Background: an optimization exercise with open tools, aiming at small area, a short achievable clock period and few clock cycles per item. Do not read the settings as production practice.
Function was not checked in any run shown here: the RTL went through the layout flow alone.

==> flow/design.v, too long to show whole: its modules and the start of the top module <==
// module multiplierIEEE754_verilog: 248 lines
// module pnd: 5 lines
// module pnr: 5 lines
// module pan: 5 lines
// module mul24: 1597 lines
// module mul24_add: 136 lines
// module fa: 6 lines
// module ha: 6 lines
// module hai: 6 lines
module multiplierIEEE754_verilog(
    op1,
    op2,
    in_rdy,
    res,
    res_rdy,
    clk,
    rst
    );
  // ...
==> flow/flow/run.sh <==
#!/bin/bash
# The standard layout (the standard.sh, all of ORFS from synthesis to
# finish), except that the input and output ports are buffered with buf_4
# cells instead of the cell buffer_ports picks by itself.
set -euo pipefail
bash standard.sh "BUFFER_PORTS_ARGS=-buffer_cell sky130_fd_sc_hd__buf_4" finish > standard_flow.log 2>&1
==> flow/standard.sh <==
#!/bin/bash
# synth_recipe.tcl (not shown) runs the flow's synth.tcl, then flattens the netlist and writes it again
# the make line also repeats each setting of config.mk as NAME=value (left out here)
make -C /OpenROAD-flow-scripts/flow DESIGN_CONFIG=/design/flow/config.mk WORK_HOME=/design/flow/orfs CLKGATE_MAP_FILE= SYNTH_SCRIPT=/design/flow/synth_recipe.tcl "${@:-finish}"
==> flow/config.mk <==
export PLATFORM = sky130hd
export DESIGN_NAME = multiplierIEEE754_verilog
export DESIGN_NICKNAME = multiplierIEEE754_verilog
export VERILOG_FILES = /design/flow/design.v
export SDC_FILE = /design/flow/constraint.sdc
export NUM_CORES = 4
export LEC_CHECK = 0
export ABC_AREA = 1
export CAP_MARGIN = 20
export CORE_MARGIN = 2
export CORE_UTILIZATION = 40
export SETUP_SLACK_MARGIN = 2.5
export SLEW_MARGIN = 20
export SYNTH_HIERARCHICAL = 1
==> flow/constraint.sdc <==
create_clock -name core_clock -period 12.0 [get_ports {clk}]
set_input_delay 2.4000 -clock core_clock [delete_from_list [all_inputs] [get_ports {clk}]]
set_output_delay 2.4000 -clock core_clock [all_outputs]
set_load 0.01 [all_outputs]
==> run_results.csv, run 1 <==
group,metric,value,unit
sta,hold_viol,0,
layout,multi_input_area_share,0.751,
yosys,synth_compound_area_frac,0.0945,
place,dpl.hpwl,58.9,mm
grt,grtUsageMet2,0.441,
layout,largest_reg_flops,33,
layout,seq_share,0.0610,
layout,largest_register,"sh3_r",
routing,antenna_left,0,
critical_path,crit_slowest_cell,"fa_2",
critical_path,reg2regPathDepth,27,
clock_tree,clkLatencyLatePin,0.35,ns
layout,fin_nets,3621,
yosys,yosys.area_share.simple,0.225,
critical_path,required,12.26,ns
sta,setup_violations,0,
outcome,status,"finished clean",
layout,synthToLayoutAreaGrowth,12.5,%
yosys,synthTopCellsByArea,"fa_1 (43%), nand2_1 (16%), dfxtp_1 (6.6%), inv_1 (4.9%), buf_6 (4.7%)",
yosys,synthCells,2917,
routing,wl,88.0,mm
layout,diodes,0,
critical_path,cpPeakStageDelay,0.63,ns
layout,fillCellCount,5675,
place,io_buffer_count,99,
yosys,muxShareOfSynthArea,0,
worst_hold_path,hp-class,"reg -> reg",
die,ios,100,
yosys,syn_avg_cell_area,8.06,sq um
==> module multiplierIEEE754_verilog, before the edit <==
module multiplierIEEE754_verilog(
    op1,
    op2,
    in_rdy,
    res,
    res_rdy,
    clk,
    rst
    );
    input  wire [31:0] op1, op2;
    input  wire clk, in_rdy, rst;
    output reg  [31:0] res;
    output reg  res_rdy;
    wire [7:0]  e1 = op1[30:23];
    wire [7:0]  e2 = op2[30:23];
    wire [22:0] f1 = op1[22:0];
    wire [22:0] f2 = op2[22:0];
    wire        s1 = op1[31];
    wire        s2 = op2[31];
    wire        s  = s1 ^ s2;
    wire e1_max = &e1, e2_max = &e2;
    wire e1_0 = ~|e1, e2_0 = ~|e2;
    wire f1_0 = ~|f1, f2_0 = ~|f2;
    wire nan1 = e1_max & ~f1_0;
    wire nan2 = e2_max & ~f2_0;
    wire inf1 = e1_max & f1_0;
    wire inf2 = e2_max & f2_0;
    wire zer1 = e1_0 & f1_0;
    wire zer2 = e2_0 & f2_0;
    wire [8:0]  sum   = {1'b0, e1} + {1'b0, e2};
    wire [8:0]  t0    = sum - 9'd127;              
    wire        under = (sum < 9'd127);
    wire        dn    = e1_0 | e2_0;               
    wire        rare  = under | dn;
    wire [47:0] np;
    mul24 u_mul(.a({~e1_0, f1}), .b({~e2_0, f2}), .rn(rare), .p(np));
    wire [47:0] p = ~np;
    wire p47 = p[47];
    wire [22:0] fd = e1_0 ? f1 : f2;
    reg  [4:0]  lead;
    integer i;
    always @(*) begin
        lead = 5'd0;
        for (i = 0; i < 23; i = i + 1)
            if (fd[i]) lead = i[4:0];
    end
    wire [4:0]  a     = dn ? lead : 5'd0;
    wire [9:0]  b     = 10'd149 - {1'b0, sum};    
    wire        extra = b[9] | ({4'd0, a} > b[8:0]);
    wire [5:0]  rsh   = extra ? {1'b0, a} : b[5:0];
    wire        flush = ~extra & (b[8:0] >= 9'd48);
    wire [48:0] pv  = {p, 1'b0};
    wire [56:0] sh5 = rsh[5] ? {32'd0, pv[48:32]} : {8'd0, pv};
    wire [40:0] sh4 = rsh[4] ? sh5[56:16] : sh5[40:0];
    wire [32:0] sh3 = flush ? 33'd0 : (rsh[3] ? sh4[40:8] : sh4[32:0]);
    reg         pend;
    reg  [32:0] sh3_r;
    reg  [2:0]  rsh_r;
    reg         extra_r;
    reg  [7:0]  ab_r;
    reg         s_r;
    wire [28:0] sh2 = rsh_r[2] ? sh3_r[32:4] : sh3_r[28:0];
    wire [26:0] sh1 = rsh_r[1] ? sh2[28:2]   : sh2[26:0];
    wire [25:0] y   = rsh_r[0] ? sh1[26:1]   : sh1[25:0];
    wire        late = extra_r & ~y[25];
    wire [24:0] qr_r = late ? y[24:0] : y[25:1];
    wire [7:0]  eb_r = ~extra_r ? 8'd0 : (late ? ab_r - 8'd1 : ab_r);
    wire [7:0]  eb_p = ~extra_r ? 8'd1 : (late ? ab_r : ab_r + 8'd1);
    wire [23:0] x  = pend ? qr_r[24:1] : p[47:24];
    wire        xc = pend ? qr_r[0] : (p[23] & p[22]);
    wire [24:0] q = {x, xc};
    wire [22:0] mr;
    wire        ovf;
    wire pc1;
    pnd u_pc1 (.a(q[1]), .b(q[0]), .y(pc1));
    wire pc2;
    pnd u_pc2 (.a(q[3]), .b(q[2]), .y(pc2));
    wire pc3;
    pnd u_pc3 (.a(q[5]), .b(q[4]), .y(pc3));
    wire pc4;
    pnd u_pc4 (.a(q[7]), .b(q[6]), .y(pc4));
    wire pc5;
    pnd u_pc5 (.a(q[9]), .b(q[8]), .y(pc5));
    wire pc6;
    pnd u_pc6 (.a(q[11]), .b(q[10]), .y(pc6));
    wire pc7;
    pnd u_pc7 (.a(q[13]), .b(q[12]), .y(pc7));
    wire pc8;
    pnd u_pc8 (.a(q[15]), .b(q[14]), .y(pc8));
    wire pc9;
    pnd u_pc9 (.a(q[17]), .b(q[16]), .y(pc9));
    wire pc10;
    pnd u_pc10 (.a(q[19]), .b(q[18]), .y(pc10));
    wire pc11;
    pnd u_pc11 (.a(q[21]), .b(q[20]), .y(pc11));
    wire pc12;
    pnd u_pc12 (.a(q[23]), .b(q[22]), .y(pc12));
    wire pc13;
    pan u_pc13 (.an(pc1), .b(q[2]), .y(pc13));
    wire pc14;
    pnr u_pc14 (.a(pc2), .b(pc1), .y(pc14));
    wire pc15;
    pan u_pc15 (.an(pc3), .b(q[6]), .y(pc15));
    wire pc16;
    pnr u_pc16 (.a(pc4), .b(pc3), .y(pc16));
    wire pc17;
    pan u_pc17 (.an(pc5), .b(q[10]), .y(pc17));
    wire pc18;
    pnr u_pc18 (.a(pc6), .b(pc5), .y(pc18));
    wire pc19;
    pan u_pc19 (.an(pc7), .b(q[14]), .y(pc19));
    wire pc20;
    pnr u_pc20 (.a(pc8), .b(pc7), .y(pc20));
    wire pc21;
    pan u_pc21 (.an(pc9), .b(q[18]), .y(pc21));
    wire pc22;
    pnr u_pc22 (.a(pc10), .b(pc9), .y(pc22));
    wire pc23;
    pan u_pc23 (.an(pc11), .b(q[22]), .y(pc23));
    wire pc24;
    pnr u_pc24 (.a(pc12), .b(pc11), .y(pc24));
    wire pc25;
    pnd u_pc25 (.a(q[4]), .b(pc14), .y(pc25));
    wire pc26;
    pan u_pc26 (.an(pc3), .b(pc14), .y(pc26));
    wire pc27;
    pnd u_pc27 (.a(pc15), .b(pc14), .y(pc27));
    wire pc28;
    pnd u_pc28 (.a(pc16), .b(pc14), .y(pc28));
    wire pc29;
    pnd u_pc29 (.a(q[12]), .b(pc18), .y(pc29));
    wire pc30;
    pan u_pc30 (.an(pc7), .b(pc18), .y(pc30));
    wire pc31;
    pnd u_pc31 (.a(pc19), .b(pc18), .y(pc31));
    wire pc32;
    pnd u_pc32 (.a(pc20), .b(pc18), .y(pc32));
    wire pc33;
    pnd u_pc33 (.a(q[20]), .b(pc22), .y(pc33));
    wire pc34;
    pan u_pc34 (.an(pc11), .b(pc22), .y(pc34));
    wire pc35;
    pnd u_pc35 (.a(pc23), .b(pc22), .y(pc35));
    wire pc36;
    pnd u_pc36 (.a(pc24), .b(pc22), .y(pc36));
    wire pc37;
    pan u_pc37 (.an(pc28), .b(q[8]), .y(pc37));
    wire pc38;
    pnr u_pc38 (.a(pc5), .b(pc28), .y(pc38));
    wire pc39;
    pan u_pc39 (.an(pc28), .b(pc17), .y(pc39));
    wire pc40;
    pan u_pc40 (.an(pc28), .b(pc18), .y(pc40));
    wire pc41;
    pnr u_pc41 (.a(pc29), .b(pc28), .y(pc41));
    wire pc42;
    pan u_pc42 (.an(pc28), .b(pc30), .y(pc42));
    wire pc43;
    pnr u_pc43 (.a(pc31), .b(pc28), .y(pc43));
    wire pc44;
    pnr u_pc44 (.a(pc32), .b(pc28), .y(pc44));
    wire pc45;
    pan u_pc45 (.an(pc36), .b(q[24]), .y(pc45));
    wire pc46;
    pnd u_pc46 (.a(q[16]), .b(pc44), .y(pc46));
    wire pc47;
    pan u_pc47 (.an(pc9), .b(pc44), .y(pc47));
    wire pc48;
    pnd u_pc48 (.a(pc21), .b(pc44), .y(pc48));
    wire pc49;
    pnd u_pc49 (.a(pc22), .b(pc44), .y(pc49));
    wire pc50;
    pan u_pc50 (.an(pc33), .b(pc44), .y(pc50));
    wire pc51;
    pnd u_pc51 (.a(pc34), .b(pc44), .y(pc51));
    wire pc52;
    pan u_pc52 (.an(pc35), .b(pc44), .y(pc52));
    wire pc53;
    pan u_pc53 (.an(pc36), .b(pc44), .y(pc53));
    wire pc54;
    pnd u_pc54 (.a(pc45), .b(pc44), .y(pc54));
    assign mr[0] = x[0] ^ q[0];
    assign mr[1] = ~(x[1] ^ pc1);
    assign mr[2] = x[2] ^ pc13;
    assign mr[3] = x[3] ^ pc14;
    assign mr[4] = ~(x[4] ^ pc25);
    assign mr[5] = x[5] ^ pc26;
    assign mr[6] = ~(x[6] ^ pc27);
    assign mr[7] = ~(x[7] ^ pc28);
    assign mr[8] = x[8] ^ pc37;
    assign mr[9] = x[9] ^ pc38;
    assign mr[10] = x[10] ^ pc39;
    assign mr[11] = x[11] ^ pc40;
    assign mr[12] = x[12] ^ pc41;
    assign mr[13] = x[13] ^ pc42;
    assign mr[14] = x[14] ^ pc43;
    assign mr[15] = x[15] ^ pc44;
    assign mr[16] = ~(x[16] ^ pc46);
    assign mr[17] = x[17] ^ pc47;
    assign mr[18] = ~(x[18] ^ pc48);
    assign mr[19] = ~(x[19] ^ pc49);
    assign mr[20] = x[20] ^ pc50;
    assign mr[21] = ~(x[21] ^ pc51);
    assign mr[22] = x[22] ^ pc52;
    assign ovf = ~pc54;
    wire        sh  = pend | p47;
    wire [22:0] mm  = sh ? mr : p[45:23];
    wire [7:0]  tx0 = t0[7:0];
    wire [7:0]  tx1 = t0[7:0] + 8'd1;
    wire [7:0]  tx2 = t0[7:0] + 8'd2;
    wire [7:0]  ab  = {3'd0, a} - b[7:0];      
    wire [7:0]  te0 = pend ? eb_r : (p47 ? tx1 : tx0);
    wire [7:0]  te1 = pend ? eb_p : tx2;
    wire [7:0]  te  = ovf ? te1 : te0;
    wire special = nan1 | nan2 | inf1 | inf2 | zer1 | zer2 | (e1_0 & e2_0);
    wire slow    = rare & ~special;
    reg [31:0] r;
    always @(*) begin
        if (pend | ~special)
            r = {pend ? s_r : s, te, mm};
        else if (nan1)
            r = {s1, 8'hFF, 1'b1, f1[21:0]};
        else if (nan2)
            r = {s2, 8'hFF, 1'b1, f2[21:0]};
        else if ((inf1 & zer2) | (zer1 & inf2))
            r = 32'hFFC00000;
        else if (inf1 | inf2)
            r = {s, 8'hFF, 23'd0};
        else
            r = {s, 31'd0};
    end
    always @(posedge clk) begin
        res  <= r;
        sh3_r   <= sh3;
        rsh_r   <= rsh[2:0];
        extra_r <= extra;
        ab_r    <= ab;
        s_r     <= s;
    end
    always @(posedge clk, posedge rst)
        if (rst) begin
            pend    <= 1'b0;
            res_rdy <= 1'b0;
        end else begin
            pend    <= in_rdy & slow;
            res_rdy <= (in_rdy & ~slow) | pend;
        end
endmodule
==> run 2, diff against run 1 <==
--- a/flow/design.v
+++ b/flow/design.v
@@ -48,30 +48,28 @@
     wire [4:0]  a     = dn ? lead : 5'd0;
     wire [9:0]  b     = 10'd149 - {1'b0, sum};    
     wire        extra = b[9] | ({4'd0, a} > b[8:0]);
     wire [5:0]  rsh   = extra ? {1'b0, a} : b[5:0];
     wire        flush = ~extra & (b[8:0] >= 9'd48);
     wire [48:0] pv  = {p, 1'b0};
     wire [56:0] sh5 = rsh[5] ? {32'd0, pv[48:32]} : {8'd0, pv};
     wire [40:0] sh4 = rsh[4] ? sh5[56:16] : sh5[40:0];
-    wire [32:0] sh3 = flush ? 33'd0 : (rsh[3] ? sh4[40:8] : sh4[32:0]);
+    wire [32:0] sh3 = rsh[3] ? sh4[40:8]  : sh4[32:0];
+    wire [28:0] sh2 = rsh[2] ? sh3[32:4]  : sh3[28:0];
+    wire [26:0] sh1 = rsh[1] ? sh2[28:2]  : sh2[26:0];
+    wire [25:0] sh0 = rsh[0] ? sh1[26:1]  : sh1[25:0];
+    wire [25:0] y   = flush ? 26'd0 : sh0;
+    wire        late  = extra & ~y[25];
+    wire [24:0] qr    = late ? y[24:0] : y[25:1];
     reg         pend;
-    reg  [32:0] sh3_r;
-    reg  [2:0]  rsh_r;
-    reg         extra_r;
-    reg  [7:0]  ab_r;
+    reg  [24:0] qr_r;
+    reg  [7:0]  eb_r;
     reg         s_r;
-    wire [28:0] sh2 = rsh_r[2] ? sh3_r[32:4] : sh3_r[28:0];
-    wire [26:0] sh1 = rsh_r[1] ? sh2[28:2]   : sh2[26:0];
-    wire [25:0] y   = rsh_r[0] ? sh1[26:1]   : sh1[25:0];
-    wire        late = extra_r & ~y[25];
-    wire [24:0] qr_r = late ? y[24:0] : y[25:1];
-    wire [7:0]  eb_r = ~extra_r ? 8'd0 : (late ? ab_r - 8'd1 : ab_r);
-    wire [7:0]  eb_p = ~extra_r ? 8'd1 : (late ? ab_r : ab_r + 8'd1);
+    wire [7:0]  eb_p = eb_r + 8'd1;
     wire [23:0] x  = pend ? qr_r[24:1] : p[47:24];
     wire        xc = pend ? qr_r[0] : (p[23] & p[22]);
     wire [24:0] q = {x, xc};
     wire [22:0] mr;
     wire        ovf;
     wire pc1;
     pnd u_pc1 (.a(q[1]), .b(q[0]), .y(pc1));
     wire pc2;
@@ -204,17 +202,19 @@
     assign mr[21] = ~(x[21] ^ pc51);
     assign mr[22] = x[22] ^ pc52;
     assign ovf = ~pc54;
     wire        sh  = pend | p47;
     wire [22:0] mm  = sh ? mr : p[45:23];
     wire [7:0]  tx0 = t0[7:0];
     wire [7:0]  tx1 = t0[7:0] + 8'd1;
     wire [7:0]  tx2 = t0[7:0] + 8'd2;
-    wire [7:0]  ab  = {3'd0, a} - b[7:0];      
+    wire [7:0]  ab  = {3'd0, a} - b[7:0];
+    wire [7:0]  abm = ab - 8'd1;
+    wire [7:0]  eb  = ~extra ? 8'd0 : (late ? abm : ab);
     wire [7:0]  te0 = pend ? eb_r : (p47 ? tx1 : tx0);
     wire [7:0]  te1 = pend ? eb_p : tx2;
     wire [7:0]  te  = ovf ? te1 : te0;
     wire special = nan1 | nan2 | inf1 | inf2 | zer1 | zer2 | (e1_0 & e2_0);
     wire slow    = rare & ~special;
     reg [31:0] r;
     always @(*) begin
         if (pend | ~special)
@@ -227,21 +227,19 @@
             r = 32'hFFC00000;
         else if (inf1 | inf2)
             r = {s, 8'hFF, 23'd0};
         else
             r = {s, 31'd0};
     end
     always @(posedge clk) begin
         res  <= r;
-        sh3_r   <= sh3;
-        rsh_r   <= rsh[2:0];
-        extra_r <= extra;
-        ab_r    <= ab;
-        s_r     <= s;
+        qr_r <= qr;
+        eb_r <= eb;
+        s_r  <= s;
     end
     always @(posedge clk, posedge rst)
         if (rst) begin
             pend    <= 1'b0;
             res_rdy <= 1'b0;
         end else begin
             pend    <= in_rdy & slow;
             res_rdy <= (in_rdy & ~slow) | pend;
@@ -839,27 +837,27 @@
     wire pp23_17 = ~(a[23] & b[17]);
     wire pp23_18 = ~(a[23] & b[18]);
     wire pp23_19 = ~(a[23] & b[19]);
     wire pp23_20 = ~(a[23] & b[20]);
     wire pp23_21 = ~(a[23] & b[21]);
     wire pp23_22 = ~(a[23] & b[22]);
     wire pp23_23 = ~(a[23] & b[23]);
     wire t1, t2;
-    hai u_t1 (.a(pp0_19), .b(pp1_18), .s(t1), .co(t2));
+    fa u_t1 (.a(pp0_19), .b(pp1_18), .c(1'b1), .s(t1), .co(t2));
     wire t3, t4;
     fa u_t3 (.a(pp0_20), .b(pp1_19), .c(pp2_18), .s(t3), .co(t4));
     wire t5, t6;
-    hai u_t5 (.a(pp3_17), .b(pp4_16), .s(t5), .co(t6));
+    fa u_t5 (.a(pp3_17), .b(pp4_16), .c(1'b1), .s(t5), .co(t6));
     wire t7, t8;
     fa u_t7 (.a(pp0_21), .b(pp1_20), .c(pp2_19), .s(t7), .co(t8));
     wire t9, t10;
     fa u_t9 (.a(pp3_18), .b(pp4_17), .c(pp5_16), .s(t9), .co(t10));
     wire t11, t12;
-    hai u_t11 (.a(pp6_15), .b(pp7_14), .s(t11), .co(t12));
+    fa u_t11 (.a(pp6_15), .b(pp7_14), .c(1'b1), .s(t11), .co(t12));
     wire t13, t14;
     fa u_t13 (.a(pp0_22), .b(pp1_21), .c(pp2_20), .s(t13), .co(t14));
     wire t15, t16;
     fa u_t15 (.a(pp3_19), .b(pp4_18), .c(pp5_17), .s(t15), .co(t16));
     wire t17, t18;
     fa u_t17 (.a(pp6_16), .b(pp7_15), .c(pp8_14), .s(t17), .co(t18));
     wire t19, t20;
     fa u_t19 (.a(pp9_13), .b(pp10_12), .c(pp11_11), .s(t19), .co(t20));
@@ -867,27 +865,27 @@
     fa u_t21 (.a(pp1_22), .b(pp2_21), .c(pp3_20), .s(t21), .co(t22));
     wire t23, t24;
     fa u_t23 (.a(pp4_19), .b(pp5_18), .c(pp6_17), .s(t23), .co(t24));
     wire t25, t26;
     fa u_t25 (.a(pp7_16), .b(pp8_15), .c(pp9_14), .s(t25), .co(t26));
     wire t27, t28;
     fa u_t27 (.a(pp10_13), .b(pp11_12), .c(pp12_11), .s(t27), .co(t28));
     wire t29, t30;
-    hai u_t29 (.a(pp13_10), .b(pp14_9), .s(t29), .co(t30));
+    fa u_t29 (.a(pp13_10), .b(pp14_9), .c(1'b1), .s(t29), .co(t30));
     wire t31, t32;
     fa u_t31 (.a(pp2_22), .b(pp3_21), .c(pp4_20), .s(t31), .co(t32));
     wire t33, t34;
     fa u_t33 (.a(pp5_19), .b(pp6_18), .c(pp7_17), .s(t33), .co(t34));
     wire t35, t36;
     fa u_t35 (.a(pp8_16), .b(pp9_15), .c(pp10_14), .s(t35), .co(t36));
     wire t37, t38;
     fa u_t37 (.a(pp11_13), .b(pp12_12), .c(pp13_11), .s(t37), .co(t38));
     wire t39, t40;
-    hai u_t39 (.a(pp14_10), .b(pp15_9), .s(t39), .co(t40));
+    fa u_t39 (.a(pp14_10), .b(pp15_9), .c(1'b1), .s(t39), .co(t40));
     wire t41, t42;
     fa u_t41 (.a(pp3_22), .b(pp4_21), .c(pp5_20), .s(t41), .co(t42));
     wire t43, t44;
     fa u_t43 (.a(pp6_19), .b(pp7_18), .c(pp8_17), .s(t43), .co(t44));
     wire t45, t46;
     fa u_t45 (.a(pp9_16), .b(pp10_15), .c(pp11_14), .s(t45), .co(t46));
     wire t47, t48;
     fa u_t47 (.a(pp12_13), .b(pp13_12), .c(pp14_11), .s(t47), .co(t48));
@@ -899,57 +897,57 @@
     fa u_t53 (.a(pp10_16), .b(pp11_15), .c(pp12_14), .s(t53), .co(t54));
     wire t55, t56;
     fa u_t55 (.a(pp5_22), .b(pp6_21), .c(pp7_20), .s(t55), .co(t56));
     wire t57, t58;
     fa u_t57 (.a(pp8_19), .b(pp9_18), .c(pp10_17), .s(t57), .co(t58));
     wire t59, t60;
     fa u_t59 (.a(pp6_22), .b(pp7_21), .c(pp8_20), .s(t59), .co(t60));
     wire t61, t62;
-    hai u_t61 (.a(pp0_13), .b(pp1_12), .s(t61), .co(t62));
+    fa u_t61 (.a(pp0_13), .b(pp1_12), .c(1'b1), .s(t61), .co(t62));
     wire t63, t64;
     fa u_t63 (.a(pp0_14), .b(pp1_13), .c(pp2_12), .s(t63), .co(t64));
     wire t65, t66;
-    hai u_t65 (.a(pp3_11), .b(pp4_10), .s(t65), .co(t66));
+    fa u_t65 (.a(pp3_11), .b(pp4_10), .c(1'b1), .s(t65), .co(t66));
     wire t67, t68;
     fa u_t67 (.a(pp0_15), .b(pp1_14), .c(pp2_13), .s(t67), .co(t68));
     wire t69, t70;
     fa u_t69 (.a(pp3_12), .b(pp4_11), .c(pp5_10), .s(t69), .co(t70));
     wire t71, t72;
-    hai u_t71 (.a(pp6_9), .b(pp7_8), .s(t71), .co(t72));
+    fa u_t71 (.a(pp6_9), .b(pp7_8), .c(1'b1), .s(t71), .co(t72));
     wire t73, t74;
     fa u_t73 (.a(pp0_16), .b(pp1_15), .c(pp2_14), .s(t73), .co(t74));
     wire t75, t76;
     fa u_t75 (.a(pp3_13), .b(pp4_12), .c(pp5_11), .s(t75), .co(t76));
     wire t77, t78;
     fa u_t77 (.a(pp6_10), .b(pp7_9), .c(pp8_8), .s(t77), .co(t78));
     wire t79, t80;
-    hai u_t79 (.a(pp9_7), .b(pp10_6), .s(t79), .co(t80));
+    fa u_t79 (.a(pp9_7), .b(pp10_6), .c(1'b1), .s(t79), .co(t80));
     wire t81, t82;
     fa u_t81 (.a(pp0_17), .b(pp1_16), .c(pp2_15), .s(t81), .co(t82));
     wire t83, t84;
     fa u_t83 (.a(pp3_14), .b(pp4_13), .c(pp5_12), .s(t83), .co(t84));
     wire t85, t86;
     fa u_t85 (.a(pp6_11), .b(pp7_10), .c(pp8_9), .s(t85), .co(t86));
     wire t87, t88;
     fa u_t87 (.a(pp9_8), .b(pp10_7), .c(pp11_6), .s(t87), .co(t88));
     wire t89, t90;
-    hai u_t89 (.a(pp12_5), .b(pp13_4), .s(t89), .co(t90));
+    fa u_t89 (.a(pp12_5), .b(pp13_4), .c(1'b1), .s(t89), .co(t90));
     wire t91, t92;
     fa u_t91 (.a(pp0_18), .b(pp1_17), .c(pp2_16), .s(t91), .co(t92));
     wire t93, t94;
     fa u_t93 (.a(pp3_15), .b(pp4_14), .c(pp5_13), .s(t93), .co(t94));
     wire t95, t96;
     fa u_t95 (.a(pp6_12), .b(pp7_11), .c(pp8_10), .s(t95), .co(t96));
     wire t97, t98;
     fa u_t97 (.a(pp9_9), .b(pp10_8), .c(pp11_7), .s(t97), .co(t98));
     wire t99, t100;
     fa u_t99 (.a(pp12_6), .b(pp13_5), .c(pp14_4), .s(t99), .co(t100));
     wire t101, t102;
-    hai u_t101 (.a(pp15_3), .b(pp16_2), .s(t101), .co(t102));
+    fa u_t101 (.a(pp15_3), .b(pp16_2), .c(1'b1), .s(t101), .co(t102));
     wire t103, t104;
     fa u_t103 (.a(pp2_17), .b(pp3_16), .c(pp4_15), .s(t103), .co(t104));
     wire t105, t106;
     fa u_t105 (.a(pp5_14), .b(pp6_13), .c(pp7_12), .s(t105), .co(t106));
     wire t107, t108;
     fa u_t107 (.a(pp8_11), .b(pp9_10), .c(pp10_9), .s(t107), .co(t108));
     wire t109, t110;
     fa u_t109 (.a(pp11_8), .b(pp12_7), .c(pp13_6), .s(t109), .co(t110));
@@ -1103,35 +1101,35 @@
     fa u_t257 (.a(pp16_16), .b(pp17_15), .c(pp18_14), .s(t257), .co(t258));
     wire t259, t260;
     fa u_t259 (.a(pp11_22), .b(pp12_21), .c(pp13_20), .s(t259), .co(t260));
     wire t261, t262;
     fa u_t261 (.a(pp14_19), .b(pp15_18), .c(pp16_17), .s(t261), .co(t262));
     wire t263, t264;
     fa u_t263 (.a(pp12_22), .b(pp13_21), .c(pp14_20), .s(t263), .co(t264));
     wire t265, t266;
-    hai u_t265 (.a(pp0_9), .b(pp1_8), .s(t265), .co(t266));
+    fa u_t265 (.a(pp0_9), .b(pp1_8), .c(1'b1), .s(t265), .co(t266));
     wire t267, t268;
     fa u_t267 (.a(pp0_10), .b(pp1_9), .c(pp2_8), .s(t267), .co(t268));
     wire t269, t270;
-    hai u_t269 (.a(pp3_7), .b(pp4_6), .s(t269), .co(t270));
+    fa u_t269 (.a(pp3_7), .b(pp4_6), .c(1'b1), .s(t269), .co(t270));
     wire t271, t272;
     fa u_t271 (.a(pp0_11), .b(pp1_10), .c(pp2_9), .s(t271), .co(t272));
     wire t273, t274;
     fa u_t273 (.a(pp3_8), .b(pp4_7), .c(pp5_6), .s(t273), .co(t274));
     wire t275, t276;
-    hai u_t275 (.a(pp6_5), .b(pp7_4), .s(t275), .co(t276));
+    fa u_t275 (.a(pp6_5), .b(pp7_4), .c(1'b1), .s(t275), .co(t276));
     wire t277, t278;
     fa u_t277 (.a(pp0_12), .b(pp1_11), .c(pp2_10), .s(t277), .co(t278));
     wire t279, t280;
     fa u_t279 (.a(pp3_9), .b(pp4_8), .c(pp5_7), .s(t279), .co(t280));
     wire t281, t282;
     fa u_t281 (.a(pp6_6), .b(pp7_5), .c(pp8_4), .s(t281), .co(t282));
     wire t283, t284;
-    hai u_t283 (.a(pp9_3), .b(pp10_2), .s(t283), .co(t284));
+    fa u_t283 (.a(pp9_3), .b(pp10_2), .c(1'b1), .s(t283), .co(t284));
     wire t285, t286;
     fa u_t285 (.a(pp2_11), .b(pp3_10), .c(pp4_9), .s(t285), .co(t286));
     wire t287, t288;
     fa u_t287 (.a(pp5_8), .b(pp6_7), .c(pp7_6), .s(t287), .co(t288));
     wire t289, t290;
     fa u_t289 (.a(pp8_5), .b(pp9_4), .c(pp10_3), .s(t289), .co(t290));
     wire t291, t292;
     fa u_t291 (.a(pp11_2), .b(pp12_1), .c(pp13_0), .s(t291), .co(t292));
@@ -1319,27 +1317,27 @@
     fa u_t473 (.a(pp20_16), .b(pp21_15), .c(pp22_14), .s(t473), .co(t474));
     wire t475, t476;
     fa u_t475 (.a(pp15_22), .b(pp16_21), .c(pp17_20), .s(t475), .co(t476));
     wire t477, t478;
     fa u_t477 (.a(pp18_19), .b(pp19_18), .c(pp20_17), .s(t477), .co(t478));
     wire t479, t480;
     fa u_t479 (.a(pp16_22), .b(pp17_21), .c(pp18_20), .s(t479), .co(t480));
     wire t481, t482;
-    hai u_t481 (.a(pp0_6), .b(pp1_5), .s(t481), .co(t482));
+    fa u_t481 (.a(pp0_6), .b(pp1_5), .c(1'b1), .s(t481), .co(t482));
     wire t483, t484;
     fa u_t483 (.a(pp0_7), .b(pp1_6), .c(pp2_5), .s(t483), .co(t484));
     wire t485, t486;
-    hai u_t485 (.a(pp3_4), .b(pp4_3), .s(t485), .co(t486));
+    fa u_t485 (.a(pp3_4), .b(pp4_3), .c(1'b1), .s(t485), .co(t486));
     wire t487, t488;
     fa u_t487 (.a(pp0_8), .b(pp1_7), .c(pp2_6), .s(t487), .co(t488));
     wire t489, t490;
     fa u_t489 (.a(pp3_5), .b(pp4_4), .c(pp5_3), .s(t489), .co(t490));
     wire t491, t492;
-    hai u_t491 (.a(pp6_2), .b(pp7_1), .s(t491), .co(t492));
+    fa u_t491 (.a(pp6_2), .b(pp7_1), .c(1'b1), .s(t491), .co(t492));
     wire t493, t494;
     fa u_t493 (.a(pp2_7), .b(pp3_6), .c(pp4_5), .s(t493), .co(t494));
     wire t495, t496;
     fa u_t495 (.a(pp5_4), .b(pp6_3), .c(pp7_2), .s(t495), .co(t496));
     wire t497, t498;
     fa u_t497 (.a(pp8_1), .b(pp9_0), .c(t265), .s(t497), .co(t498));
     wire t499, t500;
     fa u_t499 (.a(pp5_5), .b(pp6_4), .c(pp7_3), .s(t499), .co(t500));
@@ -1523,21 +1521,21 @@
     fa u_t677 (.a(t480), .b(pp16_23), .c(pp23_16), .s(t677), .co(t678));
     wire t679, t680;
     fa u_t679 (.a(pp18_22), .b(pp19_21), .c(pp20_20), .s(t679), .co(t680));
     wire t681, t682;
     fa u_t681 (.a(pp21_19), .b(pp22_18), .c(pp17_23), .s(t681), .co(t682));
     wire t683, t684;
     fa u_t683 (.a(pp19_22), .b(pp20_21), .c(pp21_20), .s(t683), .co(t684));
     wire t685, t686;
-    hai u_t685 (.a(pp0_4), .b(pp1_3), .s(t685), .co(t686));
+    fa u_t685 (.a(pp0_4), .b(pp1_3), .c(1'b1), .s(t685), .co(t686));
     wire t687, t688;
     fa u_t687 (.a(pp0_5), .b(pp1_4), .c(pp2_3), .s(t687), .co(t688));
     wire t689, t690;
-    hai u_t689 (.a(pp3_2), .b(pp4_1), .s(t689), .co(t690));
+    fa u_t689 (.a(pp3_2), .b(pp4_1), .c(1'b1), .s(t689), .co(t690));
     wire t691, t692;
     fa u_t691 (.a(pp2_4), .b(pp3_3), .c(pp4_2), .s(t691), .co(t692));
     wire t693, t694;
     fa u_t693 (.a(pp5_1), .b(pp6_0), .c(t481), .s(t693), .co(t694));
     wire t695, t696;
     fa u_t695 (.a(pp5_2), .b(pp6_1), .c(pp7_0), .s(t695), .co(t696));
     wire t697, t698;
     fa u_t697 (.a(t482), .b(t485), .c(t483), .s(t697), .co(t698));
@@ -1679,17 +1677,17 @@
     fa u_t833 (.a(pp18_23), .b(pp23_18), .c(t682), .s(t833), .co(t834));
     wire t835, t836;
     fa u_t835 (.a(pp20_22), .b(pp21_21), .c(pp22_20), .s(t835), .co(t836));
     wire t837, t838;
     fa u_t837 (.a(t684), .b(pp19_23), .c(pp23_19), .s(t837), .co(t838));
     wire t839, t840;
     fa u_t839 (.a(pp21_22), .b(pp22_21), .c(pp20_23), .s(t839), .co(t840));
     wire t841, t842;
-    hai u_t841 (.a(pp0_3), .b(pp1_2), .s(t841), .co(t842));
+    fa u_t841 (.a(pp0_3), .b(pp1_2), .c(1'b1), .s(t841), .co(t842));
     wire t843, t844;
     fa u_t843 (.a(pp2_2), .b(pp3_1), .c(pp4_0), .s(t843), .co(t844));
     wire t845, t846;
     fa u_t845 (.a(pp5_0), .b(t686), .c(t689), .s(t845), .co(t846));
     wire t847, t848;
     fa u_t847 (.a(t690), .b(t688), .c(t691), .s(t847), .co(t848));
     wire t849, t850;
     fa u_t849 (.a(t692), .b(t695), .c(t694), .s(t849), .co(t850));
@@ -1763,17 +1761,17 @@
     fa u_t917 (.a(t828), .b(t831), .c(t830), .s(t917), .co(t918));
     wire t919, t920;
     fa u_t919 (.a(t835), .b(t832), .c(t837), .s(t919), .co(t920));
     wire t921, t922;
     fa u_t921 (.a(t836), .b(pp23_20), .c(t838), .s(t921), .co(t922));
     wire t923, t924;
     fa u_t923 (.a(pp22_22), .b(pp21_23), .c(pp23_21), .s(t923), .co(t924));
     wire t925, t926;
-    hai u_t925 (.a(pp0_2), .b(pp1_1), .s(t925), .co(t926));
+    fa u_t925 (.a(pp0_2), .b(pp1_1), .c(1'b1), .s(t925), .co(t926));
     wire t927, t928;
     fa u_t927 (.a(pp2_1), .b(pp3_0), .c(t841), .s(t927), .co(t928));
     wire t929, t930;
     fa u_t929 (.a(t842), .b(t685), .c(t843), .s(t929), .co(t930));
     wire t931, t932;
     fa u_t931 (.a(t844), .b(t687), .c(t845), .s(t931), .co(t932));
     wire t933, t934;
     fa u_t933 (.a(t846), .b(t693), .c(t847), .s(t933), .co(t934));
--- a/flow/config.mk
+++ b/flow/config.mk
@@ -4,11 +4,12 @@
 export VERILOG_FILES = /design/flow/design.v
 export SDC_FILE = /design/flow/constraint.sdc
 export NUM_CORES = 4
 export LEC_CHECK = 0
 export ABC_AREA = 1
 export CAP_MARGIN = 20
 export CORE_MARGIN = 2
 export CORE_UTILIZATION = 40
+export CTS_BUF_LIST = sky130_fd_sc_hd__clkbuf_4 sky130_fd_sc_hd__clkbuf_8
 export SETUP_SLACK_MARGIN = 2.5
 export SLEW_MARGIN = 20
 export SYNTH_HIERARCHICAL = 1
==> run 2 against run 1 <==
- global-route usage fell by 0.27 points
- largest cell class unchanged
- worst setup slack got worse by 0.027 ns
- via count fell by 3.1%
- first-iteration DRC count fell by 19%
- critical path type unchanged
- synthesized cell count fell by 1.8%
==> run_results.csv, run 2 <==
group,metric,value,unit
clock_tree,clockBufferDepth,2,
yosys,synth_seq_area_share,0.0582,
critical_path,crit_slowest_cell,"fa_1",
critical_path,rrSetupSlack,8.34,ns
critical_path,crit_path_frequent_cell,"nand2_1",
sta,hold_ws,0.670,ns
yosys,synth.most_common_cell,"nand2_1",
critical_path,arrival,9.66,ns
critical_path,cp_max_fo,26,
critical_path,crit_type,"in -> reg",
critical_path,end_kind,"register",
yosys,synth_ff_type,"dfxtp_1",
sta,rsz0062_at_grt,"true",
routing,drc,0,
place,place_ws,1.34,ns
routing,antenna_left,0,
die,core-area,57900,sq um
sta,fin_ws,2.69,ns
yosys,yosys_warnings,7,
yosys,yosys.area.top_type_share,0.452,
grt,grt_start_max_net_pins,64,
critical_path,start_kind,"primary input",
yosys,async_reset_ff_frac,0.0294,
sta,fin_setup_tns,0,ns
clock_tree,clock_sinks,68,
grt,antenna_found_initial,0,
place,place_inst,3603,
yosys,synth_edf_count,0,
yosys,synth_top_cell_by_area,"fa_1",
job,maxCapViolations,0,
die,chipWidth,247,um
yosys,syn_avg_cell_area,8.23,sq um
sta,finClkSkew,0.0238,ns
yosys,syn_area,23600,sq um
place,dpl.hpwl,57.6,mm
sta,slew_headroom,0.364,
sta,clock.fmax,107,MHz
clock_tree,clockRootBuffer,"clkbuf_8",
sta,setup_violations,0,
layout,fillCellCount,5777,
sta,hold_viol,0,
yosys,synth_commonest_cells,"nand2_1 (1136), fa_1 (532), inv_1 (169), nand3_1 (165), nor2_1 (111)",
clock_tree,htreeDepth,3,
worst_hold_path,hp-class,"reg -> reg",
die,rows,88,
routing,drt_iter0_markers,2189,
grt,grt_pass1_wl,125,mm
grt,grt_usage,0.271,
layout,largest_reg_flops,32,
critical_path,required,12.35,ns
layout,final_common_cell,"nand2_1",
layout,top_regs,"res: 32 flops, qr_r: 25 flops, eb_r: 8 flops",
critical_path,cpPeakStageDelay,0.60,ns
grt,overflow,0,
place,io_buffer_count,99,
sta,fin_crit,9.31,ns
sta,period_share,0.776,
yosys,synthTopCellsByArea,"fa_1 (45%), nand2_1 (18%), dfxtp_1 (5.6%), buf_6 (5.1%), nand3_1 (3.5%)",
layout,fin_nets,3528,
layout,layout-drive-gt1-share,0.0962,
routing,routedWlPerCell,22.2,um
place,place.gp.congestion,0.931,
routing,firstDrtPassIters,5,
die,die_area,60900,sq um
outcome,status,"finished clean",
die,ios,100,
layout,fin_cells,3635,
layout,synthToLayoutAreaGrowth,5.91,%
yosys,synthCells,2864,
routing,via_per_inst,5.71,
clock_tree,clkSlewWorstSetupHoldPaths,0.11,ns
sta,worst_pin_slew,0.952,ns
die,chipHeight,247,um
clock_tree,cts_inserted_buffers,9,
die,initial_core_util,0.407,
routing,vias,20744,
clock_tree,cts_tree,"built",
sta,drv_slew,0,
yosys,synth.distinct_cells,61,
clock_tree,clkLatencyLatePin,0.41,ns
yosys,ys_ff_latch,68,
layout,layout_common_cells,"nand2_1 (1128), fa_1 (531), inv_1 (166)",
grt,first_global_vias,21892,
routing,wl,80.6,mm
layout,diodes,0,
layout,largest_register,"res",
[run 2: per-module statistics from Yosys (local to each module, per instance)]
module / cells / flip-flops and latches / cell area (sq um) / copies in the design
multiplierIEEE754_verilog: 1349 / 68 / 7830 / 1
mul24: 673 / 0 / 3250 / 1
mul24_add: 266 / 0 / 2050 / 1
fa: 1 / 0 / 20.0 / 506
pan: 2 / 0 / 10.0 / 17
pnd: 1 / 0 / 3.75 / 26
pnr: 1 / 0 / 3.75 / 10
[run 2: critical path, delay by kind of cell]
kind	cells	cell delay, ns
adder cells (fa/ha/maj)	9	4.40
AND/OR/NAND/NOR	15	1.37
AO/OA/AOI/OAI	5	0.93
buffers and inverters	3	0.51
[run 2: kinds of logic (layout without fill, tap and decap cells)]
family | Yosys count | count (layout) | share of synthesized area
other | 1 | 25 | 0.000159
multiplexers | 5 | 5 | 0.00212
AND/OR/NAND/NOR | 1513 | 1515 | 0.264
XOR/XNOR | 75 | 75 | 0.0303
flip-flops | 68 | 68 | 0.0582
buffers and inverters | 348 | 328 | 0.0917
AO/OA/AOI/OAI | 258 | 258 | 0.0680
adder cells (fa/ha/maj) | 596 | 596 | 0.486
[run 2: metal layers]
layer | wire [um] | vias to the layer above | global-route usage
met3 | 8030 | 192 | 0.0483
met2 | 37100 | 1263 | 0.441
met5 | 0 | - | 0
met1 | 32600 | 10380 | 0.363
met4 | 2800 | 0 | 0.0928
li1 | - | 8909 | -
[run 2: final timing paths]
kind | endpoint | depth (start not counted) | from
worst max-delay path | res[25] | 32 | op1[9]
worst min-delay path | res[31] | 2 | s_r
worst max register to register | res[25] | 16 | pend
worst min register to register | res[31] | 2 | s_r
max in group asynchronous | pend | 2 | rst
min in group asynchronous | res_rdy | 2 | rst
[run 2: area by class of cell]
type	count	area, sq um	area share
clock inverters	7	82.6	0.00331
flip-flops and latches	68	1370	0.0550
repair buffers	132	1360	0.0544
inverters	180	691	0.0277
well taps	765	957	0.0384
clock buffers	9	124	0.00496
multi-input cells	2474	20400	0.816
[run 2: metrics by stage]
step | utilization | cell area, sq um
3_3_place_gp | 0.415 | 24000
6_report | 0.431 | 25000
5_1_grt | 0.431 | 25000
2_1_floorplan | - | 23700
3_5_place_dp | 0.415 | 24000
4_1_cts | 0.422 | 24500
[run 2: repair_timing]
action	CTS	global route
pin swaps	2	7
gates resized for setup	61	107
endpoints found under the setup margin	54	59
setup buffers	4	10
hold buffers	0	0
cloned	1	1

-- afterwards: timing with drivers on the ports --
No port has a modelled driver above. Below, the same layouts with a new extraction and two added sets of constraints.
Step 1 assumes that a clkbuf_16 drives the clock port and a buf_2 every other input.
Step 2 moves the port delays by t, midway between the first and last clock arrival at a register: inputs arrive t later, outputs are due t later. That takes back most of the time a late clock gives input paths.
Three values: ideal ports, drivers, drivers and shift; two values: the first two.
| run | shift t [ns] | setup WS [ns] | worst setup path at the end | clock arrival spread, ns |
|---|---|---|---|---|
| run 1 | 0.390 | 2.718 / 2.584 / 2.194 | input to register | 0.011 / 0.010 |
| run 2 | 0.436 | 2.690 / 2.656 / 2.220 | input to register | 0.024 / 0.024 |
After both steps setup and hold are still met in every run listed. The setup slack of run 1, which loses most, moves by -0.134 ns with the drivers and by -0.524 ns with both steps.
